Background: an optimization exercise with open tools, aiming at small area and a short achievable clock period. Do not read the settings as production practice.
RTL that was checked went through simulation tests only; none was proved equivalent to the original.
Function not checked in runs 2 to 5: the RTL went through the layout flow alone.
No activity file was given, so power comes from the tool's default toggle rates.

`design/flow/design.v`:
```
`timescale 1 ns / 1 ps
`default_nettype none
module sync_fifo
    #(
    parameter DATA_WIDTH = 8,
    parameter ADDR_WIDTH = 8
    )(
    clk,
    rst_n,
    wr_en,
    wr_full,
    wr_data,
    rd_en,
    rd_empty,
    rd_data
    );    
    input wire clk;
    input wire rst_n;
    input wire wr_en;
    output wire wr_full;
    input wire [DATA_WIDTH-1:0] wr_data;
    input wire rd_en;
    output wire rd_empty;
    output reg [DATA_WIDTH-1:0] rd_data;
    reg [DATA_WIDTH-1:0] dbg_wr_data_illegal;
    reg [DATA_WIDTH-1:0] fifo_mem [(1 << ADDR_WIDTH)-1:0];
    reg [ADDR_WIDTH-1:0] wr_ptr;
    reg [ADDR_WIDTH-1:0] rd_ptr;
    reg [ADDR_WIDTH:0] qCount;
    wire enqueue;
    wire dequeue;
    assign wr_full  = (~rst_n) ? 1'b0 : (qCount == (1 << ADDR_WIDTH));
    assign rd_empty = (~rst_n) ? 1'b1 : (qCount == {ADDR_WIDTH{1'b0}});
    assign enqueue = wr_en && (~wr_full);
    assign dequeue = rd_en && (~rd_empty);
    always @(posedge clk) begin
        if (rst_n) begin
            if (enqueue) begin
                fifo_mem[wr_ptr] <= wr_data;
            end
            if (!enqueue && !dequeue) begin
                dbg_wr_data_illegal <= wr_data;
            end
        end
    end
    always @(posedge clk or negedge rst_n) begin
        if (!rst_n) begin
            wr_ptr <= {ADDR_WIDTH{1'b0}};
            rd_ptr <= {ADDR_WIDTH{1'b0}};
            qCount <= {ADDR_WIDTH{1'b0}};
            rd_data <= {DATA_WIDTH{1'b0}};
        end
        else begin
            case ({enqueue,dequeue})
                2'b11: begin  
                    rd_data <= fifo_mem[rd_ptr];
                end
                2'b10: begin  
                    rd_data <= rd_data;
                end
                2'b01: begin  
                    rd_data <= fifo_mem[rd_ptr];
                end
                default: begin  
                    rd_data <= rd_data;
                end
            endcase
            qCount <= qCount + (enqueue - dequeue);
            wr_ptr <= wr_ptr + enqueue;
            rd_ptr <= rd_ptr + dequeue;
        end
    end
endmodule
`resetall
```
`design/flow/run.sh`:
```
#!/bin/bash
# synth_recipe.tcl (not shown) runs the flow's synth.tcl, then flattens the netlist and writes it again
# the make line also repeats each setting of config.mk as NAME=value (left out here)
make -C /OpenROAD-flow-scripts/flow DESIGN_CONFIG=/design/flow/config.mk WORK_HOME=/design/flow/orfs CLKGATE_MAP_FILE= SYNTH_SCRIPT=/design/flow/synth_recipe.tcl finish
```
`design/flow/config.mk`:
```
export PLATFORM = sky130hd
export DESIGN_NAME = sync_fifo
export DESIGN_NICKNAME = sync_fifo
export VERILOG_FILES = /design/flow/design.v
export SDC_FILE = /design/flow/constraint.sdc
export NUM_CORES = 8
export LEC_CHECK = 0
export CAP_MARGIN = 20
export CORE_MARGIN = 2
export CORE_UTILIZATION = 40
export SETUP_SLACK_MARGIN = 1.2
export SLEW_MARGIN = 20
```
`design/flow/constraint.sdc`:
```
create_clock -name core_clock -period 3.6 [get_ports {clk}]
set_input_delay 0.7200 -clock core_clock [delete_from_list [all_inputs] [get_ports {clk}]]
set_output_delay 0.7200 -clock core_clock [all_outputs]
set_load 0.01 [all_outputs]
```
==> results of run 1 <==
layout by cell type, fill, tap and decap left out, types with 11 or more instances in the layout:
cell                        instances
sky130_fd_sc_hd__a211oi_1          21
sky130_fd_sc_hd__a21oi_1           38
sky130_fd_sc_hd__a221o_1           28
sky130_fd_sc_hd__a221oi_1          37
sky130_fd_sc_hd__a221oi_2          19
sky130_fd_sc_hd__a22o_1            15
sky130_fd_sc_hd__a22oi_1           36
sky130_fd_sc_hd__a31oi_1           12
sky130_fd_sc_hd__buf_12            76
sky130_fd_sc_hd__buf_16            24
sky130_fd_sc_hd__buf_4            452
sky130_fd_sc_hd__buf_6            203
sky130_fd_sc_hd__bufinv_16         16
sky130_fd_sc_hd__clkbuf_1          55
sky130_fd_sc_hd__clkbuf_16        220
sky130_fd_sc_hd__clkinv_1          41
sky130_fd_sc_hd__clkinv_16         11
sky130_fd_sc_hd__clkinv_2          41
sky130_fd_sc_hd__dfrtp_1           19
sky130_fd_sc_hd__edfxtp_1        2048
sky130_fd_sc_hd__mux2i_1          226
sky130_fd_sc_hd__mux4_2           416
sky130_fd_sc_hd__nand2_1           95
sky130_fd_sc_hd__nand2_2           13
sky130_fd_sc_hd__nand2_4           12
sky130_fd_sc_hd__nand3_1           28
sky130_fd_sc_hd__nor2_1           263
sky130_fd_sc_hd__nor2_2            28
sky130_fd_sc_hd__nor2_4            16
sky130_fd_sc_hd__nor3_1            21
sky130_fd_sc_hd__o21ai_0           16
sky130_fd_sc_hd__o21ai_1           18
sky130_fd_sc_hd__o21ai_2           11
sky130_fd_sc_hd__o22ai_1           18
sky130_fd_sc_hd__xnor2_1           12
final timing paths:
path / start / endpoint / cells past startpoint
max in group asynchronous: rst_n / rd_ptr[0] / 3
hold / removal: rst_n / qCount[1] / 3
hold reg to reg: wr_ptr[3] / wr_ptr[3] / 1
min in group core_clock: wr_data[7] / fifo_mem[169][7] / 1
setup reg to reg: rd_ptr[0] / rd_data[4] / 12
setup / recovery: rd_ptr[0] / rd_data[4] / 12
repair_timing:
action                     in CTS  in global routing
pin swaps                      40                 53
setup endpoints to repair    2071               2077
cloned                         14                 15
resized for setup             200                425
setup buffers                  76                 83
power groups by stage:
stage               Clock, µW  Combinational [µW]  Sequential, µW
finish                  21200               26500           27400
global route            22400               27400           27400
CTS                     21500               24700           27400
detailed placement          0               22000           28000
global placement            0               21900           28000
floorplan                   0               13100           27500
per-stage QoR:
stage	cell area, µm²	total power [µW]	worst slack [ps]	hold WS [ps]
after global placement	88900	49900	-275	511
final	100000	75200	387	175
after global routing	100000	77200	258	179
after detailed placement	88900	50000	-42.1	529
after floorplan	81600	40600	299	424
after CTS	97600	73600	408	131
flip-flops by register name (all words and copies together) (netlist names):
register,cells
fifo_mem,2048
rd_data,8
rd_ptr,8
wr_ptr,8
qCount,9
worst register-to-register path, delay by kind of cell (launching register included):
kind | cells | cell delay, ps
AOI/OAI and AO/OA | 3 | 580
muxes | 2 | 1040
DFF | 1 | 500
buffers and inverters | 7 | 980
metal layers:
metal | part of all wire, % | global-route usage [%] | vias to the layer above | wire length, µm
li1 | - | - | 18100 | -
met1 | 40 | 30.8 | 23600 | 94300
met2 | 48 | 34.9 | 2289 | 112000
met3 | 9.0 | 3.80 | 373 | 21300
met4 | 3.3 | 7.97 | 0 | 7760
met5 | 0 | 0 | - | 0
cells by family (layout without fill, tap and decap cells):
kind of cell             after synthesis  count (layout)
XOR/XNOR                              20              20
flip-flops                          2081            2081
AO/OA/AOI/OAI                        380             380
multiplexers                         667             667
adder cells (fa/ha/maj)               14              14
buffers and inverters                265            1207
AND/OR/NAND/NOR                      571             572
other                                  0               6
layout make-up:
type                       instances  area [µm²]  share of cell area (%)
sequential                      2081       62400                    62.2
multi-input combinational       1653       19000                    19.0
timing repair buffer             807        8810                    8.78
clock buffer                     262        5390                    5.37
tap                             2672        3340                    3.33
clock inverter                   120        1300                    1.29
inverter                          18        75.1                  0.0748
antenna                            6        15.0                  0.0150
==> implementation parameters, run 1 <==
Parameter                              Value

Run status
  Run status    finished clean

Worst setup path
  Startpoint type of the worst setup path    flop
  Sum of buffers and inverters on the critical path    7
  R2R Setup Slk    390 ps
  Data required, critical path    4360 ps
  Critical path's most frequent cell    sky130_fd_sc_hd__buf_12
  Cell chain of the critical path    buf_12 > buf_12 > buf_12 > buf_16 > buf_16 > buf_12 > buf_6 > mux4_2 > mux4_2 > o21ai_2 > o21ai_1 > a32o_1
  Critical Path Fanout Max    7
  Type of element capturing the critical path    flop
  Category of the most critical setup path    reg -> reg
  Worst path top cell family by delay    multiplexers
  Worst Path Arrival    3970 ps
  Delay contributed by the slowest stage of the critical path    590 ps
  Slowest stage cell, crit path    sky130_fd_sc_hd__mux4_2

Timing
  Upper clock frequency limit    0.311 GHz
  Setup repair after global routing missed its margin    true
  Setup violation total in the final timing report    0
  Final count of hold timing violations    0
  Fin Clk Skew    63.4 ps
  Fin crit period    3210 ps
  Ratio of final minimum period to clock period    89.2%
  Least-Margin Pin Slew    956 ps
  Worst slew margin    36.3%
  Max Slew Vio Count    0
  Final TNS setup    0 ps

Synthesis
  Multiplexer area fraction after synthesis    14.6%
  Average cell area after synthesis    20.4 µm²
  Simple logic cell fraction of the synthesized area    2.96%
  Warning count from the yosys run    1
  Post-Syn Nets    4024
  Portion of the post-synthesis area used by sequential elements    76.4%
  Most used standard cells in the synthesized netlist    2048 x sky130_fd_sc_hd__edfxtp_1, 416 x sky130_fd_sc_hd__mux4_2, 307 x sky130_fd_sc_hd__nor2_1
  Yosys reg bits    2081
  Main combinational cell family by area after synthesis    multiplexers
  Number of instances in the synthesized netlist    3998
  Number of distinct library cell variants in the gate-level netlist after synthesis    68
  Yosys top cell by area    sky130_fd_sc_hd__edfxtp_1
  Adder-cell share of the synthesized area    0.224%
  Ys flop type    sky130_fd_sc_hd__edfxtp_1
  XOR/XNOR share of the synthesized area    0.215%
  Post-Syn Area    81500 µm²
  Largest cells by area after synthesis    sky130_fd_sc_hd__edfxtp_1 75%, sky130_fd_sc_hd__mux4_2 11%, sky130_fd_sc_hd__mux2i_1 3.0%, sky130_fd_sc_hd__nor2_1 1.4%, sky130_fd_sc_hd__dfrtp_1 1.0%
  FFs w/ async S/R, synth    1.59%
  Synthesized-area fraction occupied by ao, oa, aoi and oai cells    3.51%
  EDFF count, synth    2048
  Fraction of synthesized cell area taken by the top area cell type    75.4%
  Cell with the most instances after synthesis    sky130_fd_sc_hd__edfxtp_1

Layout
  Final core utilization    49.6%
  Filler Cell Count    16100
  Post-Layout Cell Count    7619
  Number of nets at the end of the flow    4794
  Ratio of cells with drive above 1 in the final layout    35.9%
  Signed area change from the synthesized netlist to the final layout    23.0%

Placement
  Placed Cells incl. Taps    7043
  Total half-perimeter wirelength after legalization and detailed placement    144000 µm
  Port Buffer Count    21
  Routability congestion estimate from global placement    0.852

Global route
  Total routing usage reported by global routing    22.0%
  Initial antenna violation count    5
  Remaining global-route overflow    0
  Global-route wire length before repair    329000 µm
  Maximum number of pins on one net before global-route repair    109
  Number of global-route vias before repair    43500

Routing
  Per-cell via count in the routed design    5.83
  Number of vias after detailed routing    44400
  Pre-antenna DRT Iters    5
  Wire length reported by the detailed router    236000 µm
  Drt first-iter violations    6149
  Routed wirelength normalized by instance count    30.9 µm
  Number of routed nets with antenna violations    0
  DRC    0

Power
  Switching power    24800 µW
  Combinational share of power    35.3%
  Sequential fraction of design power    36.4%
  Highest ir drop seen on vdd    0.000471 V
  Leak pwr    0.0333 µW
  Fraction of power spent switching nets    32.9%
  Clk pwr share    28.2%
  Power density cells    749 nW/µm²
  Internal power    50400 µW

Clocking
  Clock buffer depth    3
  Num CTS Buffers    207
  Number of buffers inserted by hold repair at cts    0
  Clock Tree Root    sky130_fd_sc_hd__clkbuf_16
  Clock transition at the register clock pins on the worst setup and hold paths after CTS    60 ps
  Number of sinks handled by clock tree synthesis    2081
  Clock tree from TritonCTS    done
  Clock insertion delay at the later pin of the skew report    880 ps
  H-tree depth    4

Floorplanning
  Initial core utilization    40.3%
  Row cnt    165
  Die height    456 µm
  Count of boundary I/O pins    22
  Die X-Extent    456 µm
  Core area    202000 µm²
  Die footprint    207000 µm²

Min path
  Path type of the worst min-delay path    in -> async

Job
  Max-cap check violation count    0
==> run 2, diff against run 1 <==
==> design/flow/design.v (replaced) <==
`timescale 1 ns / 1 ps
`default_nettype none
module sync_fifo
    #(
    parameter DATA_WIDTH = 8,
    parameter ADDR_WIDTH = 8
    )(
    clk,
    rst_n,
    wr_en,
    wr_full,
    wr_data,
    rd_en,
    rd_empty,
    rd_data
    );
    input wire clk;
    input wire rst_n;
    input wire wr_en;
    output wire wr_full;
    input wire [DATA_WIDTH-1:0] wr_data;
    input wire rd_en;
    output wire rd_empty;
    output reg [DATA_WIDTH-1:0] rd_data;
    localparam DEPTH = 1 << ADDR_WIDTH;
    reg [DATA_WIDTH-1:0] mem [0:DEPTH-1];
    reg [DATA_WIDTH-1:0] head;       
    reg [ADDR_WIDTH-1:0] wr_ptr;
    reg [ADDR_WIDTH-1:0] nxt;        
    reg [ADDR_WIDTH:0]   cnt;        
    reg full_r;                      
    reg empty_r;                     
    reg one_r;                       
    wire enq = wr_en & ~full_r;
    wire deq = rd_en & ~empty_r;
    assign wr_full  = full_r;
    assign rd_empty = empty_r;
    wire cnt_is2   = (cnt == 2);
    wire cnt_is255 = (cnt == DEPTH - 1);
    always @(posedge clk) begin
        if (enq)
            mem[wr_ptr] <= wr_data;
    end
    always @(posedge clk) begin
        if (empty_r | (deq & one_r))
            head <= wr_data;
        else if (deq)
            head <= mem[nxt];
        rd_data <= head;
    end
    always @(posedge clk or negedge rst_n) begin
        if (!rst_n) begin
            wr_ptr  <= {ADDR_WIDTH{1'b0}};
            nxt     <= {{(ADDR_WIDTH-1){1'b0}}, 1'b1};
            cnt     <= {(ADDR_WIDTH+1){1'b0}};
            full_r  <= 1'b0;
            empty_r <= 1'b1;
            one_r   <= 1'b0;
        end else begin
            wr_ptr <= wr_ptr + enq;
            nxt    <= nxt + deq;
            case ({enq, deq})
                2'b10: begin
                    cnt     <= cnt + 1'b1;
                    full_r  <= cnt_is255;
                    empty_r <= 1'b0;
                    one_r   <= empty_r;
                end
                2'b01: begin
                    cnt     <= cnt - 1'b1;
                    full_r  <= 1'b0;
                    empty_r <= one_r;
                    one_r   <= cnt_is2;
                end
                default: ;
            endcase
        end
    end
endmodule
`resetall
==> run 2 against run 1 <==
Against the previous run: routed wire length fell by 4.1%; area after synthesis rose by 0.69%; setup slack got worse by 230 ps; sequential power rose by 2%; flip-flop and latch count rose by 11; core utilization fell by 1.9 points; total power fell by 0.52%; critical path type unchanged.
==> implementation parameters, run 2 <==
Parameter                              Value

Timing
  Max Slew Vio Count    0 (unchanged)
  Least-Margin Pin Slew    1140 ps (+183 ps)
  Fin crit period    3450 ps (+234 ps)
  Setup repair after global routing missed its margin    true
  Hold Worst Slack    372 ps (+197 ps)
  Final TNS setup    0 ps (unchanged)
  Upper clock frequency limit    0.290 GHz (-6.8%)
  Setup slack of the critical path after layout    153 ps (-234 ps)
  Worst slew margin    23.8% (-12 points)
  Fin Clk Skew    33.5 ps (-29.9 ps)
  Ratio of final minimum period to clock period    95.8% (+6.5 points)
  Setup violation total in the final timing report    0 (unchanged)
  Final count of hold timing violations    0 (unchanged)

Global route
  Number of global-route vias before repair    42800 (-1.7%)
  Global-route wire length before repair    322000 µm (-2.0%)
  Initial antenna violation count    3 (-2)
  Maximum number of pins on one net before global-route repair    209 (+92%)
  Total routing usage reported by global routing    21.5% (-0.54 points)
  Remaining global-route overflow    0 (unchanged)

Worst setup path
  Critical path's most frequent cell    sky130_fd_sc_hd__buf_12
  Worst path top cell family by delay    compound AO/OA/AOI/OAI gates
  Critical path startpoint    nxt[0]
  Crit Reg-Reg Endpoint    head[3]
  Worst flop-to-flop path startpoint    nxt[0]
  Sum of buffers and inverters on the critical path    6 (-1)
  Path length in cells of the critical path    12 (unchanged)
  Timing endpoint of the critical path    head[3]
  R2R Setup Slk    150 ps (-230 ps)
  Worst Path Arrival    4040 ps (+70 ps)
  R2R depth    12 (unchanged)
  Delay contributed by the slowest stage of the critical path    640 ps (+50 ps)
  Category of the most critical setup path    reg -> reg
  Cell chain of the critical path    buf_12 > buf_12 > buf_4 > buf_12 > mux4_2 > a221oi_4 > buf_4 > o22ai_4 > o41ai_4 > a31oi_4 > buf_6 > a211o_1
  Startpoint type of the worst setup path    flop
  Data required, critical path    4190 ps (-170 ps)
  Critical Path Fanout Max    7 (unchanged)
  Type of element capturing the critical path    flop
  Slowest stage cell, crit path    sky130_fd_sc_hd__dfstp_4

Synthesis
  Post-Syn Area    82100 µm² (+0.69%)
  Average cell area after synthesis    20.3 µm² (-0.55%)
  Yosys top cell by area    sky130_fd_sc_hd__edfxtp_1
  Warning count from the yosys run    1 (unchanged)
  Number of distinct library cell variants in the gate-level netlist after synthesis    66 (-2.9%)
  Fraction of synthesized cell area taken by the top area cell type    75.2% (-0.22 points)
  Post-Syn Nets    4065 (+1.0%)
  FFs w/ async S/R, synth    1.34% (-0.25 points)
  EDFF count, synth    2056 (+0.39%)
  Portion of the post-synthesis area used by sequential elements    76.2% (-0.19 points)
  Largest cells by area after synthesis    sky130_fd_sc_hd__edfxtp_1 75%, sky130_fd_sc_hd__mux4_2 11%, sky130_fd_sc_hd__mux2i_1 3.0%, sky130_fd_sc_hd__nor2_1 1.4%, sky130_fd_sc_hd__dfrtp_1 0.79%
  Yosys reg bits    2092 (+0.53%)
  Most used standard cells in the synthesized netlist    2056 x sky130_fd_sc_hd__edfxtp_1, 418 x sky130_fd_sc_hd__mux4_2, 313 x sky130_fd_sc_hd__nor2_1
  Number of instances in the synthesized netlist    4048 (+1.3%)
  Cell with the most instances after synthesis    sky130_fd_sc_hd__edfxtp_1
  Ys flop type    sky130_fd_sc_hd__edfxtp_1

Floorplanning
  Row cnt    166 (+0.61%)
  Core area    204000 µm² (+1.0%)
  Die X-Extent    457 µm (+0.34%)
  Initial core utilization    40.2% (-0.13 points)
  Die height    457 µm (+0.34%)
  Count of boundary I/O pins    22 (unchanged)
  Die footprint    209000 µm² (+0.68%)

Power
  Leak pwr    0.0314 µW (-5.6%)
  Power after layout    74800 µW (-0.52%)
  Highest ir drop seen on vdd    0.000729 V (+55%)
  Power density cells    767 nW/µm² (+2.4%)

Placement
  Port Buffer Count    21 (unchanged)
  Standard cell area after detailed placement    89100 µm² (+0.18%)
  Post-placement setup slack    -645 ps (-603 ps)
  Routability congestion estimate from global placement    0.843 (-1.0%)
  Total half-perimeter wirelength after legalization and detailed placement    138000 µm (-3.5%)

Routing
  Wire length reported by the detailed router    226000 µm (-4.1%)
  Number of routed nets with antenna violations    0 (unchanged)
  Per-cell via count in the routed design    5.78 (-0.80%)
  DRC    0 (unchanged)
  Routed wirelength normalized by instance count    30.4 µm (-1.6%)
  Number of vias after detailed routing    42900 (-3.3%)
  Drt first-iter violations    4913 (-20%)
  Pre-antenna DRT Iters    5 (unchanged)

Run status
  Run status    finished clean

Layout
  Ratio of cells with drive above 1 in the final layout    32.8% (-3.1 points)
  Post-route design area    97500 µm² (-2.8%)
  Most frequent cells in the layout    2056 x sky130_fd_sc_hd__edfxtp_1, 443 x sky130_fd_sc_hd__buf_4, 422 x sky130_fd_sc_hd__mux4_2
  Number of flip-flops in the largest register    2048 (unchanged)
  Register with the highest flop count    mem
  Most common library cell in the layout ignoring fill and taps    sky130_fd_sc_hd__edfxtp_1
  Signed area change from the synthesized netlist to the final layout    18.7%
  Number of nets at the end of the flow    4580 (-4.5%)
  Largest registers ranked by flip-flop count    mem (2048), cnt (9)

Clocking
  Clock insertion delay at the later pin of the skew report    850 ps (-30 ps)
  Clock Tree Root    sky130_fd_sc_hd__clkbuf_16
  H-tree depth    4 (unchanged)
  Clock tree from TritonCTS    done
  Clock buffer depth    3 (unchanged)
  Clock transition at the register clock pins on the worst setup and hold paths after CTS    60 ps (about the same)
  Number of sinks handled by clock tree synthesis    2092 (+0.53%)
  Num CTS Buffers    204 (-1.4%)

Min path
  Path type of the worst min-delay path    reg -> reg
  Launch point of the worst hold path    head[7]

Job
  Max-cap check violation count    0 (unchanged)
[run 2: cell types whose count changed after synthesis, moves of 10 or more]
| cell | previous run | this run |
|---|---|---|
| sky130_fd_sc_hd__buf_4 | 10 | 26 |
| sky130_fd_sc_hd__mux4_1 | 0 | 10 |
| sky130_fd_sc_hd__o21ai_0 | 30 | 52 |
| sky130_fd_sc_hd__nor2b_1 | 14 | 25 |
| sky130_fd_sc_hd__a21oi_1 | 48 | 82 |
| sky130_fd_sc_hd__nand4_1 | 3 | 13 |
| sky130_fd_sc_hd__a22oi_1 | 39 | 59 |
| sky130_fd_sc_hd__nand2_1 | 125 | 108 |
| sky130_fd_sc_hd__o22ai_1 | 24 | 14 |
| sky130_fd_sc_hd__o21ai_1 | 16 | 1 |
| sky130_fd_sc_hd__mux2_2 | 9 | 22 |
| sky130_fd_sc_hd__a221o_1 | 28 | 14 |
[run 2: kinds of logic (layout without fill, tap and decap cells)]
group	after synthesis	count (layout)	synth area share, %
AND/OR/NAND/NOR	573	573	2.98
flip-flops	2092	2092	76.2
adder cells (fa/ha/maj)	5	5	0.0762
buffers and inverters	265	952	1.99
multiplexers	700	700	15.1
other	0	3	0
AO/OA/AOI/OAI	388	388	3.31
XOR/XNOR	25	25	0.267
[run 2: repair_timing]
item / 4_1_cts / 5_1_grt
gates resized for setup: 154 / 70
pin swaps: 21 / 25
hold endpoints to repair: 0 / 14
buffers inserted: 50 / 28
cloned: 8 / 2
hold buffers: 0 / 1
endpoints found under the setup margin: 659 / 404
[run 2: where the power goes]
part	switching [µW]	internal, µW
clock	9180	11900
sequential	628	27300
combinational	14600	11200
[run 2: final cells by class]
| cell class | count | area (µm²) |
|---|---|---|
| clock inverters | 117 | 1100 |
| fillers | 16800 | 107000 |
| diodes | 3 | 7.51 |
| well taps | 2688 | 3360 |
| repair buffers | 566 | 5580 |
| inverters | 8 | 37.5 |
| clock buffers | 261 | 5460 |
| multi-input cells | 1691 | 19300 |
| flip-flops and latches | 2092 | 62600 |
[run 2: worst register-to-register path, delay by kind of cell (launching register included)]
kind | cells | cell delay, ps
AOI/OAI and AO/OA | 5 | 1100
buffers and inverters | 6 | 870
DFF | 1 | 640
muxes | 1 | 570
[run 2: how the worst min path moves through the flow]
| stage | end | slack, ps | cells past startpoint |
|---|---|---|---|
| 2_1_floorplan | rd_data[0] | 320 | 0 |
| 3_3_place_gp | rd_data[7] | 330 | 0 |
| 3_5_place_dp | rd_data[7] | 340 | 0 |
| 4_1_cts | rd_data[7] | 350 | 0 |
| 5_1_grt | rd_data[7] | 360 | 0 |
| 6_report | rd_data[7] | 370 | 0 |
[run 2: per-stage QoR]
stage                     instances  util (%)
final                          7426      47.7
after global routing           7425      47.7
after CTS                      7392      47.4
after detailed placement       6956      43.6
after global placement         6956      43.6
after floorplan                4048         -
[run 2: metal layers]
layer	track usage, %	wire length, µm
met1	30.0	92600
met2	34.5	108000
met3	3.75	17600
met4	6.92	7210
met5	0	18
==> run 3, diff against run 2 <==
==> design/flow/design.v (replaced) <==
`timescale 1 ns / 1 ps
`default_nettype none
module sf_aoi222(input wire a0, input wire b0, input wire a1, input wire b1,
                 input wire a2, input wire b2, output wire y);
    assign y = ~((a0 & b0) | (a1 & b1) | (a2 & b2));
endmodule
module sf_nand2(input wire a, input wire b, output wire y);
    assign y = ~(a & b);
endmodule
module sf_nand4(input wire a, input wire b, input wire c, input wire d, output wire y);
    assign y = ~(a & b & c & d);
endmodule
module sf_oai21(input wire a1, input wire a2, input wire b1, output wire y);
    assign y = ~((a1 | a2) & b1);
endmodule
module sf_nor2(input wire a, input wire b, output wire y);
    assign y = ~(a | b);
endmodule
module sf_row16(input wire [15:0] m, input wire [15:0] csel, input wire rsel,
                output wire y);
    wire [5:0] p;
    wire x1, x2;
    sf_aoi222 u0(.a0(m[0]),  .b0(csel[0]),  .a1(m[1]),  .b1(csel[1]),  .a2(m[2]),  .b2(csel[2]),  .y(p[0]));
    sf_aoi222 u1(.a0(m[3]),  .b0(csel[3]),  .a1(m[4]),  .b1(csel[4]),  .a2(m[5]),  .b2(csel[5]),  .y(p[1]));
    sf_aoi222 u2(.a0(m[6]),  .b0(csel[6]),  .a1(m[7]),  .b1(csel[7]),  .a2(m[8]),  .b2(csel[8]),  .y(p[2]));
    sf_aoi222 u3(.a0(m[9]),  .b0(csel[9]),  .a1(m[10]), .b1(csel[10]), .a2(m[11]), .b2(csel[11]), .y(p[3]));
    sf_aoi222 u4(.a0(m[12]), .b0(csel[12]), .a1(m[13]), .b1(csel[13]), .a2(m[14]), .b2(csel[14]), .y(p[4]));
    sf_nand2  u5(.a(m[15]), .b(csel[15]), .y(p[5]));
    sf_nand4  u6(.a(p[0]), .b(p[1]), .c(p[2]), .d(p[3]), .y(x1));
    sf_nand2  u7(.a(p[4]), .b(p[5]), .y(x2));
    sf_oai21  u8(.a1(x1), .a2(x2), .b1(rsel), .y(y));
endmodule
module sync_fifo
    #(
    parameter DATA_WIDTH = 8,
    parameter ADDR_WIDTH = 8
    )(
    clk,
    rst_n,
    wr_en,
    wr_full,
    wr_data,
    rd_en,
    rd_empty,
    rd_data
    );
    input wire clk;
    input wire rst_n;
    input wire wr_en;
    output wire wr_full;
    input wire [DATA_WIDTH-1:0] wr_data;
    input wire rd_en;
    output wire rd_empty;
    output reg [DATA_WIDTH-1:0] rd_data;
    wire [2047:0] memv;     
    reg [7:0] head;         
    reg [7:0] wr_ptr;
    reg [15:0] rc;          
    reg [15:0] rr;          
    reg [8:0] cnt;          
    reg full_r;             
    reg nempty_r;           
    reg one_r;              
    wire empty = ~nempty_r;
    wire enq = wr_en & ~full_r;
    wire deq = rd_en & nempty_r;
    assign wr_full  = full_r;
    assign rd_empty = ~nempty_r;
    wire [15:0] wrow_n, wcol_n;
    genvar i, r, c, b;
    generate
        for (i = 0; i < 16; i = i + 1) begin : g_wdec
            assign wrow_n[i] = ~(enq & (wr_ptr[7:4] == i));
            assign wcol_n[i] = ~(wr_ptr[3:0] == i);
        end
        for (r = 0; r < 16; r = r + 1) begin : g_wr
            for (c = 0; c < 16; c = c + 1) begin : g_wc
                wire we;
                reg [7:0] q;
                sf_nor2 u_we(.a(wrow_n[r]), .b(wcol_n[c]), .y(we));
                always @(posedge clk)
                    if (we) q <= wr_data;
                assign memv[(r*16+c)*8 +: 8] = q;
            end
        end
    endgenerate
    wire [15:0] ry [0:7];
    generate
        for (b = 0; b < 8; b = b + 1) begin : g_bit
            for (r = 0; r < 16; r = r + 1) begin : g_row
                wire [15:0] m;
                for (c = 0; c < 16; c = c + 1) begin : g_m
                    assign m[c] = memv[(r*16+c)*8 + b];
                end
                sf_row16 u_row(.m(m), .csel(rc), .rsel(rr[r]), .y(ry[b][r]));
            end
        end
    endgenerate
    wire [7:0] mem_nxt;
    generate
        for (b = 0; b < 8; b = b + 1) begin : g_or
            assign mem_nxt[b] = ~&ry[b];
        end
    endgenerate
    always @(posedge clk) begin
        if (empty | (deq & one_r))
            head <= wr_data;
        else if (deq)
            head <= mem_nxt;
        rd_data <= head;
    end
    wire [3:0] wc1 = wr_ptr[3:0] + 1'b1;
    wire [3:0] wr1 = wr_ptr[7:4] + (&wr_ptr[3:0]);
    always @(posedge clk) begin
        wr_ptr <= wr_ptr + enq;
        if (empty) begin
            rc <= 16'b1 << wc1;
            rr <= 16'b1 << wr1;
        end else if (deq) begin
            rc <= {rc[14:0], rc[15]};
            if (rc[15])
                rr <= {rr[14:0], rr[15]};
        end
    end
    wire cnt_is2   = (cnt == 9'd2);
    wire cnt_is255 = (cnt == 9'd255);
    always @(posedge clk or negedge rst_n) begin
        if (!rst_n) begin
            cnt      <= 9'd0;
            full_r   <= 1'b0;
            nempty_r <= 1'b0;
            one_r    <= 1'b0;
        end else begin
            case ({enq, deq})
                2'b10: begin
                    cnt      <= cnt + 1'b1;
                    full_r   <= cnt_is255;
                    nempty_r <= 1'b1;
                    one_r    <= empty;
                end
                2'b01: begin
                    cnt      <= cnt - 1'b1;
                    full_r   <= 1'b0;
                    nempty_r <= ~one_r;
                    one_r    <= cnt_is2;
                end
                default: ;
            endcase
        end
    end
endmodule
`resetall
--- a/design/flow/config.mk
+++ b/design/flow/config.mk
@@ -8,5 +8,8 @@
 export CAP_MARGIN = 20
 export CORE_MARGIN = 2
 export CORE_UTILIZATION = 40
+export CTS_CLUSTER_DIAMETER = 100
+export CTS_CLUSTER_SIZE = 30
 export SETUP_SLACK_MARGIN = 1.2
 export SLEW_MARGIN = 20
+export SYNTH_HIERARCHICAL = 1
==> run 3 against run 2 <==
Against the previous run: fmax rose by 7.6%; critical path depth fell by 5; clock power fell by 45%; register-to-register slack improved by 240 ps; die area fell by 8.6%; final cell count fell by 9.0%; critical endpoint is now head[2].
==> implementation parameters, run 3 <==
Parameter                              Value

Power
  Leak pwr    0.0254 µW (-19%)
  Highest ir drop seen on vdd    0.000459 V (-37%)
  Power density cells    511 nW/µm² (-33%)

Clocking
  Clock insertion delay at the later pin of the skew report    750 ps (-100 ps)
  Number of sinks handled by clock tree synthesis    2116 (+1.1%)
  Clock transition at the register clock pins on the worst setup and hold paths after CTS    120 ps (+60 ps)
  Clock buffer depth    3 (unchanged)
  H-tree depth    3 (-1)
  Clock tree from TritonCTS    done
  Clock Tree Root    sky130_fd_sc_hd__clkbuf_16
  Num CTS Buffers    81 (-60%)

Worst setup path
  Worst Path Arrival    3700 ps (-340 ps)
  Startpoint type of the worst setup path    flop
  Sum of buffers and inverters on the critical path    1 (-5)
  Critical Path Fanout Max    48 (+41)
  Critical path's most frequent cell    sky130_fd_sc_hd__nand4_1
  Worst path top cell family by delay    simple AND/OR/NAND/NOR gates
  Path length in cells of the critical path    7 (-5)
  R2R depth    7 (-5)
  Category of the most critical setup path    reg -> reg
  Delay contributed by the slowest stage of the critical path    600 ps (-40 ps)
  Data required, critical path    4090 ps (-100 ps)
  Slowest stage cell, crit path    sky130_fd_sc_hd__nand4_1
  Cell chain of the critical path    buf_12 > a222oi_1 > nand4_1 > o21ai_2 > nand4_1 > nor4_2 > a21oi_1
  Type of element capturing the critical path    flop

Layout
  Largest registers ranked by flip-flop count    g_wr.g_wc.q (2048), rc (16), rr (16)
  Signed area change from the synthesized netlist to the final layout    13.2%
  Most common library cell in the layout ignoring fill and taps    sky130_fd_sc_hd__edfxtp_1
  Number of flip-flops in the largest register    2048 (unchanged)
  Most frequent cells in the layout    2088 x sky130_fd_sc_hd__edfxtp_1, 640 x sky130_fd_sc_hd__a222oi_1, 301 x sky130_fd_sc_hd__nand2_1
  Register with the highest flop count    g_wr.g_wc.q
  Ratio of cells with drive above 1 in the final layout    14.7% (-18 points)
  Number of nets at the end of the flow    4248 (-7.2%)
  Final core utilization    45.7% (-2.0 points)
  Post-route design area    84800 µm² (-13%)

Synthesis
  Warning count from the yosys run    7 (+6)
  Portion of the post-synthesis area used by sequential elements    84.5% (+8.2 points)
  Largest cells by area after synthesis    sky130_fd_sc_hd__edfxtp_1 84%, sky130_fd_sc_hd__a222oi_1 8.5%, sky130_fd_sc_hd__nand2_1 1.6%, sky130_fd_sc_hd__nor2_1 1.4%, sky130_fd_sc_hd__nand4_1 1.4%
  Average cell area after synthesis    19.5 µm² (-3.9%)
  Post-Syn Nets    3863 (-5.0%)
  Number of distinct library cell variants in the gate-level netlist after synthesis    55 (-17%)
  Yosys top cell by area    sky130_fd_sc_hd__edfxtp_1
  EDFF count, synth    2088 (+1.6%)
  Post-Syn Area    75000 µm² (-8.7%)
  Number of instances in the synthesized netlist    3846 (-5.0%)
  Yosys reg bits    2116 (+1.1%)
  Most used standard cells in the synthesized netlist    2088 x sky130_fd_sc_hd__edfxtp_1, 640 x sky130_fd_sc_hd__a222oi_1, 320 x sky130_fd_sc_hd__nand2_1
  FFs w/ async S/R, synth    0.567% (-0.77 points)
  Fraction of synthesized cell area taken by the top area cell type    83.7% (+8.5 points)
  Ys flop type    sky130_fd_sc_hd__edfxtp_1
  Cell with the most instances after synthesis    sky130_fd_sc_hd__edfxtp_1

Routing
  Drt first-iter violations    8383 (+71%)
  Pre-antenna DRT Iters    14 (+9)
  Number of vias after detailed routing    42600 (-0.88%)
  DRC    0 (unchanged)
  Number of routed nets with antenna violations    0 (unchanged)
  Per-cell via count in the routed design    6.30 (+8.9%)
  Wire length reported by the detailed router    215000 µm (-4.9%)
  Routed wirelength normalized by instance count    31.8 µm (+4.5%)

Timing
  Ratio of final minimum period to clock period    89.0% (-6.7 points)
  Hold Worst Slack    362 ps (-9.95 ps)
  Setup repair after global routing missed its margin    true
  Worst slew margin    26.2% (+2.4 points)
  Fin crit period    3200 ps (-243 ps)
  Setup violation total in the final timing report    0 (unchanged)
  Upper clock frequency limit    0.312 GHz (+7.6%)
  Final count of hold timing violations    0 (unchanged)
  Max Slew Vio Count    0 (unchanged)
  Fin Clk Skew    47.3 ps (+13.8 ps)
  Final TNS setup    0 ps (unchanged)
  Least-Margin Pin Slew    1110 ps (-31.4 ps)
  Setup slack of the critical path after layout    396 ps (+243 ps)

Floorplanning
  Core area    186000 µm² (-9.1%)
  Row cnt    158 (-4.8%)
  Die height    437 µm (-4.4%)
  Initial core utilization    40.3% (+0.16 points)
  Count of boundary I/O pins    22 (unchanged)
  Die X-Extent    437 µm (-4.4%)
  Die footprint    191000 µm² (-8.6%)

Global route
  Number of global-route vias before repair    40200 (-6.1%)
  Total routing usage reported by global routing    21.6% (+0.068 points)
  Remaining global-route overflow    0 (unchanged)
  Global-route wire length before repair    300000 µm (-7.0%)
  Initial antenna violation count    9 (+6)
  Maximum number of pins on one net before global-route repair    99 (-53%)

Placement
  Post-placement setup slack    327 ps (+972 ps)
  Standard cell area after detailed placement    81200 µm² (-8.8%)
  Total half-perimeter wirelength after legalization and detailed placement    124000 µm (-10%)
  Routability congestion estimate from global placement    0.836 (-0.82%)
  Port Buffer Count    21 (unchanged)

Run status
  Run status    finished clean

Job
  Max-cap check violation count    0 (unchanged)

Min path
  Path type of the worst min-delay path    in -> async
==> run 3: changes by cell type after synthesis, moves of 52 or more <==
cell,delta
sky130_fd_sc_hd__a222oi_1,+640
sky130_fd_sc_hd__mux4_2,-418
sky130_fd_sc_hd__mux2i_1,-249
sky130_fd_sc_hd__nand2_1,+212
sky130_fd_sc_hd__nand4_1,+150
sky130_fd_sc_hd__o21ai_1,+127
sky130_fd_sc_hd__clkbuf_1,-89
sky130_fd_sc_hd__a21oi_1,-68
sky130_fd_sc_hd__a221oi_1,-60
sky130_fd_sc_hd__a22oi_1,-59
sky130_fd_sc_hd__buf_2,-52
==> run 3: path summary, 6_finish.rpt <==
| kind | end | slack, ps | from |
|---|---|---|---|
| max | head[2] | 400 | rc[0] |
| min in group core_clock | g_wr[10].g_wc[3].q[2] | 430 | wr_data[2] |
| min | cnt[2] | 360 | rst_n |
| max in group asynchronous | nempty_r | 2800 | rst_n |
| min reg2reg | cnt[8] | 490 | cnt[8] |
| max reg2reg | head[2] | 400 | rc[0] |
==> run 3: cells by family after synthesis <==
family	count (synthesis)	synth area share, %
flops	2116	84.5
compound gates	842	10.1
simple gates	828	4.91
buf+inv	31	0.180
xor+xnor	20	0.234
fa+ha+maj	5	0.0835
mux	4	0.0634
==> run 3: through the flow <==
stage | cells | power [µW]
floorplan | 3846 | 29800
global placement | 6587 | 32000
detailed placement | 6587 | 32000
CTS | 6738 | 43400
global route | 6757 | 44500
finish | 6760 | 43400
==> run 3: per-layer routing <==
metal	share of wire, %	global-route usage, %	wire, µm	up-vias
li1	-	-	-	17700
met1	39	31.3	84800	22100
met2	47	34.0	101000	2482
met3	10	3.29	22300	273
met4	2.9	6.03	6280	8
met5	0.024	0	52	-
==> run 3: Yosys stat by module, one instance, submodules excluded, excerpt <==
| module | cells inside | times used | area (µm²) |
|---|---|---|---|
| sf_aoi222 | 1 | 640 | 10.0 |
| sf_nand2 | 1 | 256 | 3.75 |
| sf_nand4 | 1 | 128 | 6.26 |
| sf_nor2 | 1 | 256 | 3.75 |
| sf_oai21 | 1 | 128 | 5.00 |
| sync_fifo | 2438 | 1 | 65200 |
==> run 3: layout make-up <==
class,instances,area (µm²)
multi-input cells,1699,12600
repair buffers,326,3420
clock buffers,123,2260
inverters,7,37.5
well taps,2480,3100
diodes,3,7.51
clock inverters,6,77.6
flip-flops and latches,2116,63300
fillers,15700,101000
==> run 3: worst reg2reg max path, cell delays in order, from the launching register on <==
cell                       delay (ps)
sky130_fd_sc_hd__edfxtp_1         490
sky130_fd_sc_hd__buf_12           230
sky130_fd_sc_hd__a222oi_1         560
sky130_fd_sc_hd__nand4_1          300
sky130_fd_sc_hd__o21ai_2          270
sky130_fd_sc_hd__nand4_1          600
sky130_fd_sc_hd__nor4_2           380
sky130_fd_sc_hd__a21oi_1          120
==> run 3: power by group <==
group | internal (µW) | switching, µW | total (µW)
logic | 1000 | 3130 | 4130
registers | 27400 | 367 | 27700
clock network | 4440 | 7100 | 11500
==> run 3: repair_timing <==
item,4_1_cts,5_1_grt
resized for setup,89,78
hold buffers,0,0
pin swaps,59,61
gates cloned,7,8
setup endpoints to repair,795,260
setup buffers,15,11
==> run 4, diff against run 3 <==
--- a/design/flow/config.mk
+++ b/design/flow/config.mk
@@ -7,9 +7,9 @@
 export LEC_CHECK = 0
 export CAP_MARGIN = 20
 export CORE_MARGIN = 2
-export CORE_UTILIZATION = 40
+export CORE_UTILIZATION = 60
 export CTS_CLUSTER_DIAMETER = 100
 export CTS_CLUSTER_SIZE = 30
-export SETUP_SLACK_MARGIN = 1.2
+export SETUP_SLACK_MARGIN = 1.6
 export SLEW_MARGIN = 20
 export SYNTH_HIERARCHICAL = 1
==> run 4 against run 3 <==
Against the previous run: final area is 2.7% higher; count of clock-buffer cells in the layout is 9 lower; highest routed layer unchanged; still clean on timing, DRC and antenna; routed wire length is 2.6% higher; non-clock buffer count is 30 higher; fmax is 1.6% higher; area after synthesis stayed put; core utilization is 25 points higher; largest cell class unchanged; first-iteration DRC count is 19% higher; total power is 3.9% higher.
==> implementation parameters, run 4 <==
Parameter                              Value

Run status
  Run status    finished clean

Timing
  Upper clock frequency limit    0.317 GHz (+1.6%)
  Final TNS setup    0 ps (unchanged)
  Hold Worst Slack    393 ps (+30.5 ps)
  Worst slew margin    39.9% (+14 points)
  Final count of hold timing violations    0 (unchanged)
  Max Slew Vio Count    0 (unchanged)
  Setup repair after global routing missed its margin    true
  Setup slack of the critical path after layout    446 ps (+50.4 ps)
  Fin crit period    3150 ps (-50.4 ps)
  Setup violation total in the final timing report    0 (unchanged)
  Least-Margin Pin Slew    901 ps (-206 ps)
  Fin Clk Skew    27.8 ps (-19.5 ps)
  Ratio of final minimum period to clock period    87.6% (-1.4 points)

Power
  Leak pwr    0.0260 µW (+2.3%)
  Power density cells    517 nW/µm² (+1.1%)
  Highest ir drop seen on vdd    0.000416 V (-9.3%)

Routing
  Per-cell via count in the routed design    7.36 (+17%)
  Number of vias after detailed routing    43700 (+2.8%)
  Wire length reported by the detailed router    220000 µm (+2.6%)
  Number of routed nets with antenna violations    0 (unchanged)
  Drt first-iter violations    9957 (+19%)
  Routed wirelength normalized by instance count    37.1 µm (+17%)
  Pre-antenna DRT Iters    15 (+1)
  DRC    0 (unchanged)

Synthesis
  Main combinational cell family by area after synthesis    compound AO/OA/AOI/OAI gates
  EDFF count, synth    2088 (unchanged)
  XOR/XNOR share of the synthesized area    0.234% (unchanged)
  Synthesized-area fraction occupied by ao, oa, aoi and oai cells    10.1% (unchanged)
  Largest cells by area after synthesis    sky130_fd_sc_hd__edfxtp_1 84%, sky130_fd_sc_hd__a222oi_1 8.5%, sky130_fd_sc_hd__nand2_1 1.6%, sky130_fd_sc_hd__nor2_1 1.4%, sky130_fd_sc_hd__nand4_1 1.4%
  Warning count from the yosys run    7 (unchanged)
  Number of distinct library cell variants in the gate-level netlist after synthesis    55 (unchanged)
  Number of instances in the synthesized netlist    3846 (unchanged)
  Portion of the post-synthesis area used by sequential elements    84.5% (unchanged)
  Average cell area after synthesis    19.5 µm² (unchanged)
  Post-Syn Nets    3863 (unchanged)
  Fraction of synthesized cell area taken by the top area cell type    83.7% (unchanged)
  Simple logic cell fraction of the synthesized area    4.91% (unchanged)
  Yosys reg bits    2116 (unchanged)
  Ys flop type    sky130_fd_sc_hd__edfxtp_1
  FFs w/ async S/R, synth    0.567% (unchanged)
  Cell with the most instances after synthesis    sky130_fd_sc_hd__edfxtp_1
  Multiplexer area fraction after synthesis    0.0634% (unchanged)
  Yosys top cell by area    sky130_fd_sc_hd__edfxtp_1
  Adder-cell share of the synthesized area    0.0835% (unchanged)
  Most used standard cells in the synthesized netlist    2088 x sky130_fd_sc_hd__edfxtp_1, 640 x sky130_fd_sc_hd__a222oi_1, 320 x sky130_fd_sc_hd__nand2_1
  Post-Syn Area    75000 µm² (unchanged)

Global route
  Global-route wire length before repair    305000 µm (+1.6%)
  Maximum number of pins on one net before global-route repair    131 (+32%)
  Remaining global-route overflow    0 (unchanged)
  Number of global-route vias before repair    41600 (+3.7%)
  Total routing usage reported by global routing    33.8% (+12 points)
  Initial antenna violation count    8 (-1)

Layout
  Most frequent cells in the layout    2088 x sky130_fd_sc_hd__edfxtp_1, 640 x sky130_fd_sc_hd__a222oi_1, 294 x sky130_fd_sc_hd__nand2_1
  Most common library cell in the layout ignoring fill and taps    sky130_fd_sc_hd__edfxtp_1
  Signed area change from the synthesized netlist to the final layout    16.3%
  Ratio of cells with drive above 1 in the final layout    19.5% (+4.8 points)
  Number of nets at the end of the flow    4283 (+0.82%)
  Largest registers ranked by flip-flop count    g_wr.g_wc.q (2048), rc (16), rr (16)
  Number of flip-flops in the largest register    2048 (unchanged)
  Post-Layout Cell Count    5944 (-12%)
  Final core utilization    70.4% (+25 points)
  Register with the highest flop count    g_wr.g_wc.q

Floorplanning
  Die X-Extent    357 µm (-18%)
  Core area    124000 µm² (-33%)
  Die height    357 µm (-18%)
  Count of boundary I/O pins    22 (unchanged)
  Die footprint    128000 µm² (-33%)
  Initial core utilization    60.5% (+20 points)
  Row cnt    129 (-18%)

Worst setup path
  Worst Path Arrival    3630 ps (-70 ps)
  Critical Path Fanout Max    73 (+52%)
  Data required, critical path    4080 ps (about the same)
  Category of the most critical setup path    reg -> reg
  Delay contributed by the slowest stage of the critical path    580 ps (-20 ps)
  Worst path top cell family by delay    compound AO/OA/AOI/OAI gates
  Critical path's most frequent cell    sky130_fd_sc_hd__nand4_1
  Startpoint type of the worst setup path    flop
  Slowest stage cell, crit path    sky130_fd_sc_hd__a222oi_1
  Cell chain of the critical path    buf_12 > a222oi_1 > nand4_1 > o21ai_1 > nand4_1 > nor4_1 > buf_4 > a21oi_1
  Sum of buffers and inverters on the critical path    2 (+1)
  Type of element capturing the critical path    flop

Clocking
  Clock buffer depth    3 (unchanged)
  Clock Tree Root    sky130_fd_sc_hd__clkbuf_16
  Clock tree from TritonCTS    done
  H-tree depth    3 (unchanged)
  Num CTS Buffers    80 (-1.2%)
  Number of sinks handled by clock tree synthesis    2116 (unchanged)
  Clock transition at the register clock pins on the worst setup and hold paths after CTS    110 ps (about the same)
  Clock insertion delay at the later pin of the skew report    720 ps (-30 ps)

Placement
  Placed Cells incl. Taps    5603 (-15%)
  Routability congestion estimate from global placement    0.883 (+5.6%)
  Post-placement setup slack    369 ps (+41.8 ps)
  Total half-perimeter wirelength after legalization and detailed placement    122000 µm (-2.1%)
  Port Buffer Count    21 (unchanged)

Job
  Max-cap check violation count    0 (unchanged)

Min path
  Path type of the worst min-delay path    in -> async
## run 4: cell counts after synthesis
No cell type changed its count.
## run 4: Yosys stat by module (local to each module, per instance), excerpt
module     cells inside  copies in the design  flip-flops and latches
sf_nand2              1                   256                       0
sf_oai21              1                   128                       0
sf_nand4              1                   128                       0
sf_nor2               1                   256                       0
sync_fifo          2438                     1                    2116
sf_aoi222             1                   640                       0
## run 4: worst reg2reg max path: stages, from the launching register on
cell	delay [ps]
sky130_fd_sc_hd__edfxtp_1	500
sky130_fd_sc_hd__buf_12	270
sky130_fd_sc_hd__a222oi_1	720
sky130_fd_sc_hd__nand4_1	250
sky130_fd_sc_hd__o21ai_1	360
sky130_fd_sc_hd__nand4_1	340
sky130_fd_sc_hd__nor4_1	270
sky130_fd_sc_hd__buf_4	150
sky130_fd_sc_hd__a21oi_1	50
## run 4: timing repair
action | in CTS | in global routing
setup buffers | 145 | 38
hold buffers | 0 | 0
gates cloned | 24 | 11
pin swaps | 161 | 132
endpoints found under the setup margin | 2103 | 2082
gates resized for setup | 241 | 79
## run 4: worst paths after layout
path                       startpoint                    to  slack [ps]  depth (start not counted)
min in group core_clock    wr_data[5]  g_wr[6].g_wc[4].q[5]         420                          1
max in group asynchronous       rst_n              nempty_r        2750                          1
max                             rc[6]               head[0]         450                          8
min reg2reg                   head[1]            rd_data[1]         430                          0
max reg2reg                     rc[6]               head[0]         450                          8
min                             rst_n                cnt[2]         390                          1
## run 4: logic make-up after synthesis
logic type | Yosys count
compound gates | 842
xor+xnor | 20
fa+ha+maj | 5
buf+inv | 31
flops | 2116
mux | 4
simple gates | 828
## run 4: layer usage
layer	vias to the layer above	track usage (%)	routed length (µm)
met1	22400	48.8	81400
met4	8	10.8	7720
li1	17900	-	-
met3	356	6.73	27100
met2	3100	52.6	104000
met5	-	0	53
## run 4: final cells by class
cell class	count	area, µm²
Timing Repair Buffer	356	4950
Inverter	7	37.5
Sequential cell	2116	63400
Clock inverter	5	61.3
Multi-Input combinational cell	1705	14500
Clock buffer	114	2240
Fill cell	7446	36600
Antenna cell	4	10.0
Tap cell	1637	2050
## run 4: stage by stage
| step | total power, µW | instance area, µm² |
|---|---|---|
| 2_1_floorplan | 30500 | 77400 |
| 3_3_place_gp | 32600 | 80900 |
| 3_5_place_dp | 32700 | 80900 |
| 4_1_cts | 44700 | 86200 |
| 5_1_grt | 46100 | 87200 |
| 6_report | 45100 | 87200 |
## run 4: power breakdown
group | total, µW | internal [µW] | switching, µW
Sequential | 27700 | 27400 | 380
Combinational | 5900 | 1820 | 4080
Clock | 11400 | 4470 | 6940
==> run 5, diff against run 4 <==
--- a/design/flow/design.v
+++ b/design/flow/design.v
@@ -54,75 +54,113 @@
     output reg [DATA_WIDTH-1:0] rd_data;
     wire [2047:0] memv;     
     reg [7:0] head;         
+    reg [7:0] wlast;        
+    reg lastw;              
     reg [7:0] wr_ptr;
-    reg [15:0] rc;          
-    reg [15:0] rr;          
+    reg nb;                 
+    reg [15:0] cb0, cb1;    
+    reg [2:0] rb0, rb1;     
     reg [8:0] cnt;          
-    reg full_r;             
-    reg nempty_r;           
-    reg one_r;              
+    reg full_r, nempty_r, one_r, two_r;
+    reg full_o, empty_o;    
     wire empty = ~nempty_r;
     wire enq = wr_en & ~full_r;
     wire deq = rd_en & nempty_r;
-    assign wr_full  = full_r;
-    assign rd_empty = ~nempty_r;
+    assign wr_full  = full_o;
+    assign rd_empty = empty_o;
+    genvar i, r, c, b, k;
     wire [15:0] wrow_n, wcol_n;
-    genvar i, r, c, b;
     generate
         for (i = 0; i < 16; i = i + 1) begin : g_wdec
-            assign wrow_n[i] = ~(enq & (wr_ptr[7:4] == i));
-            assign wcol_n[i] = ~(wr_ptr[3:0] == i);
+            assign wrow_n[i] = ~(enq & (wr_ptr[0] == i[3]) & (wr_ptr[7:5] == i[2:0]));
+            assign wcol_n[i] = ~(wr_ptr[4:1] == i);
         end
-        for (r = 0; r < 16; r = r + 1) begin : g_wr
-            for (c = 0; c < 16; c = c + 1) begin : g_wc
-                wire we;
-                reg [7:0] q;
-                sf_nor2 u_we(.a(wrow_n[r]), .b(wcol_n[c]), .y(we));
-                always @(posedge clk)
-                    if (we) q <= wr_data;
-                assign memv[(r*16+c)*8 +: 8] = q;
+        for (k = 0; k < 2; k = k + 1) begin : g_wb
+            for (r = 0; r < 8; r = r + 1) begin : g_wr
+                for (c = 0; c < 16; c = c + 1) begin : g_wc
+                    wire we;
+                    reg [7:0] q;
+                    sf_nor2 u_we(.a(wrow_n[k*8+r]), .b(wcol_n[c]), .y(we));
+                    always @(posedge clk)
+                        if (we) q <= wr_data;
+                    assign memv[((r*16+c)*2+k)*8 +: 8] = q;
+                end
             end
         end
     endgenerate
-    wire [15:0] ry [0:7];
+    wire [7:0] rs0 = 8'b1 << rb0;
+    wire [7:0] rs1 = 8'b1 << rb1;
+    wire [1:0] sd0 [0:7];
+    wire [1:0] sd1 [0:7];
+    reg  [1:0] s0 [0:7];
+    reg  [1:0] s1 [0:7];
     generate
-        for (b = 0; b < 8; b = b + 1) begin : g_bit
-            for (r = 0; r < 16; r = r + 1) begin : g_row
-                wire [15:0] m;
-                for (c = 0; c < 16; c = c + 1) begin : g_m
-                    assign m[c] = memv[(r*16+c)*8 + b];
+        for (k = 0; k < 2; k = k + 1) begin : g_rb
+            for (b = 0; b < 8; b = b + 1) begin : g_bit
+                wire [7:0] ry;
+                for (r = 0; r < 8; r = r + 1) begin : g_row
+                    wire [15:0] m;
+                    for (c = 0; c < 16; c = c + 1) begin : g_m
+                        assign m[c] = memv[((r*16+c)*2+k)*8 + b];
+                    end
+                    sf_row16 u_row(.m(m), .csel(k ? cb1 : cb0),
+                                   .rsel(k ? rs1[r] : rs0[r]), .y(ry[r]));
                 end
-                sf_row16 u_row(.m(m), .csel(rc), .rsel(rr[r]), .y(ry[b][r]));
+                wire h0, h1;
+                sf_nand4 u_h0(.a(ry[0]), .b(ry[1]), .c(ry[2]), .d(ry[3]), .y(h0));
+                sf_nand4 u_h1(.a(ry[4]), .b(ry[5]), .c(ry[6]), .d(ry[7]), .y(h1));
+                if (k == 0) begin : g_k0
+                    assign sd0[b] = {h1, h0};
+                end else begin : g_k1
+                    assign sd1[b] = {h1, h0};
+                end
+            end
+        end
+        for (b = 0; b < 8; b = b + 1) begin : g_s
+            always @(posedge clk) begin
+                s0[b] <= sd0[b];
+                s1[b] <= sd1[b];
             end
         end
     endgenerate
-    wire [7:0] mem_nxt;
+    wire [7:0] v0, v1;
     generate
-        for (b = 0; b < 8; b = b + 1) begin : g_or
-            assign mem_nxt[b] = ~&ry[b];
+        for (b = 0; b < 8; b = b + 1) begin : g_v
+            assign v0[b] = |s0[b];
+            assign v1[b] = |s1[b];
         end
     endgenerate
     always @(posedge clk) begin
         if (empty | (deq & one_r))
             head <= wr_data;
         else if (deq)
-            head <= mem_nxt;
+            head <= (two_r & lastw) ? wlast : (nb ? v1 : v0);
         rd_data <= head;
+        wlast <= wr_data;
+        lastw <= enq;
     end
-    wire [3:0] wc1 = wr_ptr[3:0] + 1'b1;
-    wire [3:0] wr1 = wr_ptr[7:4] + (&wr_ptr[3:0]);
+    wire [6:0] l0 = wr_ptr[7:1] + 1'b1;        
+    wire [6:0] l1 = wr_ptr[7:1] + wr_ptr[0];   
     always @(posedge clk) begin
         wr_ptr <= wr_ptr + enq;
         if (empty) begin
-            rc <= 16'b1 << wc1;
-            rr <= 16'b1 << wr1;
+            nb  <= ~wr_ptr[0];
+            cb0 <= 16'b1 << l0[3:0];
+            rb0 <= l0[6:4];
+            cb1 <= 16'b1 << l1[3:0];
+            rb1 <= l1[6:4];
         end else if (deq) begin
-            rc <= {rc[14:0], rc[15]};
-            if (rc[15])
-                rr <= {rr[14:0], rr[15]};
+            nb <= ~nb;
+            if (nb) begin
+                cb1 <= {cb1[14:0], cb1[15]};
+                if (cb1[15]) rb1 <= rb1 + 1'b1;
+            end else begin
+                cb0 <= {cb0[14:0], cb0[15]};
+                if (cb0[15]) rb0 <= rb0 + 1'b1;
+            end
         end
     end
-    wire cnt_is2   = (cnt == 9'd2);
+    wire cnt_is3   = (cnt == 9'd3);
     wire cnt_is255 = (cnt == 9'd255);
     always @(posedge clk or negedge rst_n) begin
         if (!rst_n) begin
@@ -130,19 +168,28 @@
             full_r   <= 1'b0;
             nempty_r <= 1'b0;
             one_r    <= 1'b0;
+            two_r    <= 1'b0;
+            full_o   <= 1'b0;
+            empty_o  <= 1'b1;
         end else begin
             case ({enq, deq})
                 2'b10: begin
                     cnt      <= cnt + 1'b1;
                     full_r   <= cnt_is255;
+                    full_o   <= cnt_is255;
                     nempty_r <= 1'b1;
+                    empty_o  <= 1'b0;
                     one_r    <= empty;
+                    two_r    <= one_r;
                 end
                 2'b01: begin
                     cnt      <= cnt - 1'b1;
                     full_r   <= 1'b0;
+                    full_o   <= 1'b0;
                     nempty_r <= ~one_r;
-                    one_r    <= cnt_is2;
+                    empty_o  <= one_r;
+                    one_r    <= two_r;
+                    two_r    <= cnt_is3;
                 end
                 default: ;
             endcase
--- a/design/flow/config.mk
+++ b/design/flow/config.mk
@@ -7,7 +7,7 @@
 export LEC_CHECK = 0
 export CAP_MARGIN = 20
 export CORE_MARGIN = 2
-export CORE_UTILIZATION = 60
+export CORE_UTILIZATION = 40
 export CTS_CLUSTER_DIAMETER = 100
 export CTS_CLUSTER_SIZE = 30
 export SETUP_SLACK_MARGIN = 1.6
==> run 5 against run 4 <==
Against the previous run: largest cell class unchanged; flip-flop and latch count increased by 50; area after synthesis rose by 2.3%; total power rose by 11%; via count rose by 2.1%; setup slack better by 790 ps; critical path depth down 1; first-iteration DRC count is 5.5% lower; final area is 2.8% higher; sequential power increased by 4%; routed wire length increased by 5.0%.
==> implementation parameters, run 5 <==
Parameter                              Value

Global route
  Number of global-route vias before repair    42000 (+1.0%)
  Global-route wire length before repair    319000 µm (+4.9%)
  Remaining global-route overflow    0 (unchanged)
  Initial antenna violation count    4 (-4)
  Maximum number of pins on one net before global-route repair    88 (-33%)
  Total routing usage reported by global routing    22.8% (-11 points)

Power
  Highest ir drop seen on vdd    0.000450 V (+8.1%)
  Power density cells    559 nW/µm² (+8.2%)
  Leak pwr    0.0266 µW (+2.5%)

Min path
  Path type of the worst min-delay path    in -> reg

Synthesis
  Cell with the most instances after synthesis    sky130_fd_sc_hd__edfxtp_1
  Average cell area after synthesis    19.2 µm² (-1.6%)
  Largest cells by area after synthesis    sky130_fd_sc_hd__edfxtp_1 82%, sky130_fd_sc_hd__a222oi_1 8.4%, sky130_fd_sc_hd__nand2_1 1.6%, sky130_fd_sc_hd__dfxtp_1 1.5%, sky130_fd_sc_hd__nor2_1 1.4%
  Ys flop type    sky130_fd_sc_hd__edfxtp_1
  Number of distinct library cell variants in the gate-level netlist after synthesis    57 (+3.6%)
  Synthesized-area fraction occupied by ao, oa, aoi and oai cells    10.1% (+0.015 points)
  Post-Syn Nets    4034 (+4.4%)
  Portion of the post-synthesis area used by sequential elements    84.0% (-0.52 points)
  Adder-cell share of the synthesized area    0.343% (+0.26 points)
  Yosys top cell by area    sky130_fd_sc_hd__edfxtp_1
  Main combinational cell family by area after synthesis    compound AO/OA/AOI/OAI gates
  Fraction of synthesized cell area taken by the top area cell type    82.0% (-1.6 points)
  EDFF count, synth    2095 (+0.34%)
  Yosys reg bits    2166 (+2.4%)
  Multiplexer area fraction after synthesis    0.0571% (-0.0063 points)
  FFs w/ async S/R, synth    0.646% (+0.079 points)
  Number of instances in the synthesized netlist    4001 (+4.0%)
  XOR/XNOR share of the synthesized area    0.274% (+0.040 points)
  Warning count from the yosys run    9 (+2)
  Most used standard cells in the synthesized netlist    2095 x sky130_fd_sc_hd__edfxtp_1, 640 x sky130_fd_sc_hd__a222oi_1, 330 x sky130_fd_sc_hd__nand2_1
  Post-Syn Area    76700 µm² (+2.3%)
  Simple logic cell fraction of the synthesized area    5.02% (+0.11 points)

Clocking
  Clock Tree Root    sky130_fd_sc_hd__clkbuf_16
  Clock tree from TritonCTS    done
  H-tree depth    3 (unchanged)
  Num CTS Buffers    83 (+3.8%)
  Clock buffer depth    3 (unchanged)
  Number of sinks handled by clock tree synthesis    2166 (+2.4%)
  Number of buffers inserted by hold repair at cts    0 (unchanged)
  Clock insertion delay at the later pin of the skew report    760 ps (+40 ps)
  Clock transition at the register clock pins on the worst setup and hold paths after CTS    120 ps (about the same)

Layout
  Signed area change from the synthesized netlist to the final layout    16.8%
  Number of flip-flops in the largest register    2048 (unchanged)
  Register with the highest flop count    g_wb.g_wr.g_wc.q
  Area used by sequential logic in the layout    64400 µm² (+1.7%)
  Most frequent cells in the layout    2095 x sky130_fd_sc_hd__edfxtp_1, 640 x sky130_fd_sc_hd__a222oi_1, 307 x sky130_fd_sc_hd__nand2_1
  Number of nets at the end of the flow    4412 (+3.0%)
  Post-Layout Cell Count    6945 (+17%)
  Multi-input logic area    15100 µm² (+4.6%)
  Filler Cell Count    15500 (+110%)
  Final core utilization    47.1% (-23 points)
  Post-route design area    89600 µm² (+2.8%)
  Ratio of cells with drive above 1 in the final layout    18.9% (-0.62 points)
  Most common library cell in the layout ignoring fill and taps    sky130_fd_sc_hd__edfxtp_1

Worst setup path
  Type of element capturing the critical path    flop
  Worst Path Arrival    2930 ps (-700 ps)
  Critical Path Fanout Max    6 (-92%)
  Data required, critical path    4170 ps (+90 ps)
  Startpoint type of the worst setup path    flop
  Category of the most critical setup path    reg -> reg

Placement
  Placed Cells incl. Taps    6629 (+18%)
  Port Buffer Count    21 (unchanged)
  Routability congestion estimate from global placement    0.869 (-1.6%)
  Total half-perimeter wirelength after legalization and detailed placement    128000 µm (+5.2%)
  Standard cell area after detailed placement    83700 µm² (+3.4%)

Timing
  Fin Clk Skew    49.6 ps (+21.8 ps)
  Fin crit period    2360 ps (-792 ps)
  Setup repair after global routing missed its margin    true
  Ratio of final minimum period to clock period    65.6% (-22 points)
  Final count of hold timing violations    0 (unchanged)
  Final TNS setup    0 ps (unchanged)
  Upper clock frequency limit    0.423 GHz (+34%)
  Setup violation total in the final timing report    0 (unchanged)
  Worst slew margin    31.9% (-8.0 points)
  Max Slew Vio Count    0 (unchanged)
  Least-Margin Pin Slew    1020 ps (+118 ps)
  Hold Worst Slack    318 ps (-75.3 ps)

Routing
  DRC    0 (unchanged)
  Drt first-iter violations    9410 (-5.5%)
  Number of routed nets with antenna violations    0 (unchanged)
  Per-cell via count in the routed design    6.43 (-13%)
  Pre-antenna DRT Iters    17 (+2)
  Wire length reported by the detailed router    231000 µm (+5.0%)
  Routed wirelength normalized by instance count    33.3 µm (-10%)
  Number of vias after detailed routing    44700 (+2.1%)

Floorplanning
  Die X-Extent    442 µm (+24%)
  Die footprint    195000 µm² (+53%)
  Core area    190000 µm² (+54%)
  Die height    442 µm (+24%)
  Row cnt    160 (+24%)
  Initial core utilization    40.3% (-20 points)
  Count of boundary I/O pins    22 (unchanged)

Job
  Max-cap check violation count    0 (unchanged)

Run status
  Run status    finished clean
-- run 5: cell types whose count changed after synthesis, sizes merged, moves of 9 or more --
cell	before	now
nor4	10	1
clkbuf	12	21
and2	1	12
a211oi	0	10
dfxtp	16	57
nor2	281	294
inv	6	18
nand2	320	331
ha	5	21
a21oi	14	29
-- run 5: path summary, 6_finish.rpt --
kind / startpoint / end / slack, ps / depth (start not counted)
worst max-delay path: cb0[0] / s0[2][0] / 1240 / 7
worst min-delay path: wr_data[2] / wlast[2] / 320 / 1
worst max register to register: cb0[0] / s0[2][0] / 1240 / 7
worst min register to register: head[5] / rd_data[5] / 380 / 0
max in group asynchronous: rst_n / nempty_r / 2760 / 1
min in group asynchronous: rst_n / one_r / 370 / 1
-- run 5: final cells by class --
class	instances	area share, %
sequential	2166	71.9
multi-input combinational	1788	16.9
timing repair buffer	322	4.90
tap	2511	3.51
clock buffer	132	2.57
clock inverter	7	0.115
inverter	18	0.0908
antenna	1	0.00279
-- run 5: critical path, stage by stage (launching register included) --
cell and delay [ps]:
sky130_fd_sc_hd__edfxtp_1 470, sky130_fd_sc_hd__buf_12 190, sky130_fd_sc_hd__buf_6 120, sky130_fd_sc_hd__buf_12 130
sky130_fd_sc_hd__a222oi_1 480, sky130_fd_sc_hd__nand4_1 290, sky130_fd_sc_hd__o21ai_2 250, sky130_fd_sc_hd__nand4_1 220
-- run 5: repair_timing --
action | CTS | global route
endpoints found under the setup margin | 2141 | 1634
gates resized for setup | 255 | 39
pin swaps | 203 | 106
setup buffers | 118 | 22
gates cloned | 32 | 4
-- run 5: cell families (layout without fill, tap and decap cells) --
family	Yosys count	in the layout
multiplexers	4	4
adder cells (fa/ha/maj)	21	21
flip-flops	2166	2166
AO/OA/AOI/OAI	869	869
buffers and inverters	53	479
other	0	1
XOR/XNOR	24	24
AND/OR/NAND/NOR	864	870
-- run 5: where the power goes --
part	internal [µW]	total, µW	switching [µW]
clock	4590	11900	7290
sequential	28200	28700	482
combinational	3010	9510	6500
total	35800	50100	14300
-- run 5: modules after synthesis, one instance, submodules excluded, excerpt --
module	cell area, µm²	copies in the design	flip-flops and latches	cells inside
sync_fifo	66700	1	2166	2561
sf_nor2	3.75	256	0	1
sf_aoi222	10.0	640	0	1
sf_oai21	5.00	128	0	1
sf_nand2	3.75	256	0	1
sf_nand4	6.26	160	0	1
-- run 5: layer usage --
metal | track usage, % | wire, µm | vias up
li1 | - | - | 18300
met1 | 32.6 | 89700 | 22800
met2 | 34.9 | 105000 | 3183
met3 | 3.98 | 27700 | 363
met4 | 8.63 | 8840 | 0
met5 | 0 | 0 | -
-- run 5: stage by stage --
stage	power, µW	setup slack [ps]
after floorplan	32800	1050
after global placement	36200	448
after detailed placement	36200	422
after CTS	49700	1350
after global routing	51300	1290
final	50100	1240

[afterwards: timing with drivers on the ports]
Ports are ideal in the flow. The routed layouts listed here were re-timed in OpenROAD.
Step 1, drivers: a clkbuf_16 drives clk and a buf_2 each remaining input, both assumed.
Step 2 also shifts input and output timing later by t, the mid clock arrival at the registers, as if the neighbouring blocks saw the same clock.
Slacks: ideal ports / drivers / drivers and shift; pairs: ideal ports / drivers.
| run | t, ns | slack for setup (ns) | hold WS [ns] | worst register clock-pin slew, ns | pins driven straight from the clock port |
|---|---|---|---|---|---|
| run 1 | 0.942 | 0.387 / 0.387 / 0.302 | 0.175 / 0.110 / 0.538 | 0.07 / 0.07 | 1 |
| run 2 | 0.921 | 0.153 / 0.153 / -0.030 | 0.372 / 0.318 / 0.372 | 0.07 / 0.07 | 1 |
| run 3 | 0.810 | 0.396 / 0.396 / 0.396 | 0.362 / 0.304 / 0.492 | 0.12 / 0.12 | 1 |
| run 4 | 0.786 | 0.446 / 0.446 / 0.446 | 0.393 / 0.350 / 0.425 | 0.12 / 0.12 | 1 |
| run 5 | 0.822 | 1.238 / 1.238 / 0.727 | 0.318 / 0.282 / 0.382 | 0.12 / 0.12 | 1 |
With both steps, setup timing fails in run 2, where it was met with ideal ports. For run 5, which loses most, drivers alone change the setup slack by 0.000 ns; drivers and shift together by -0.511 ns.
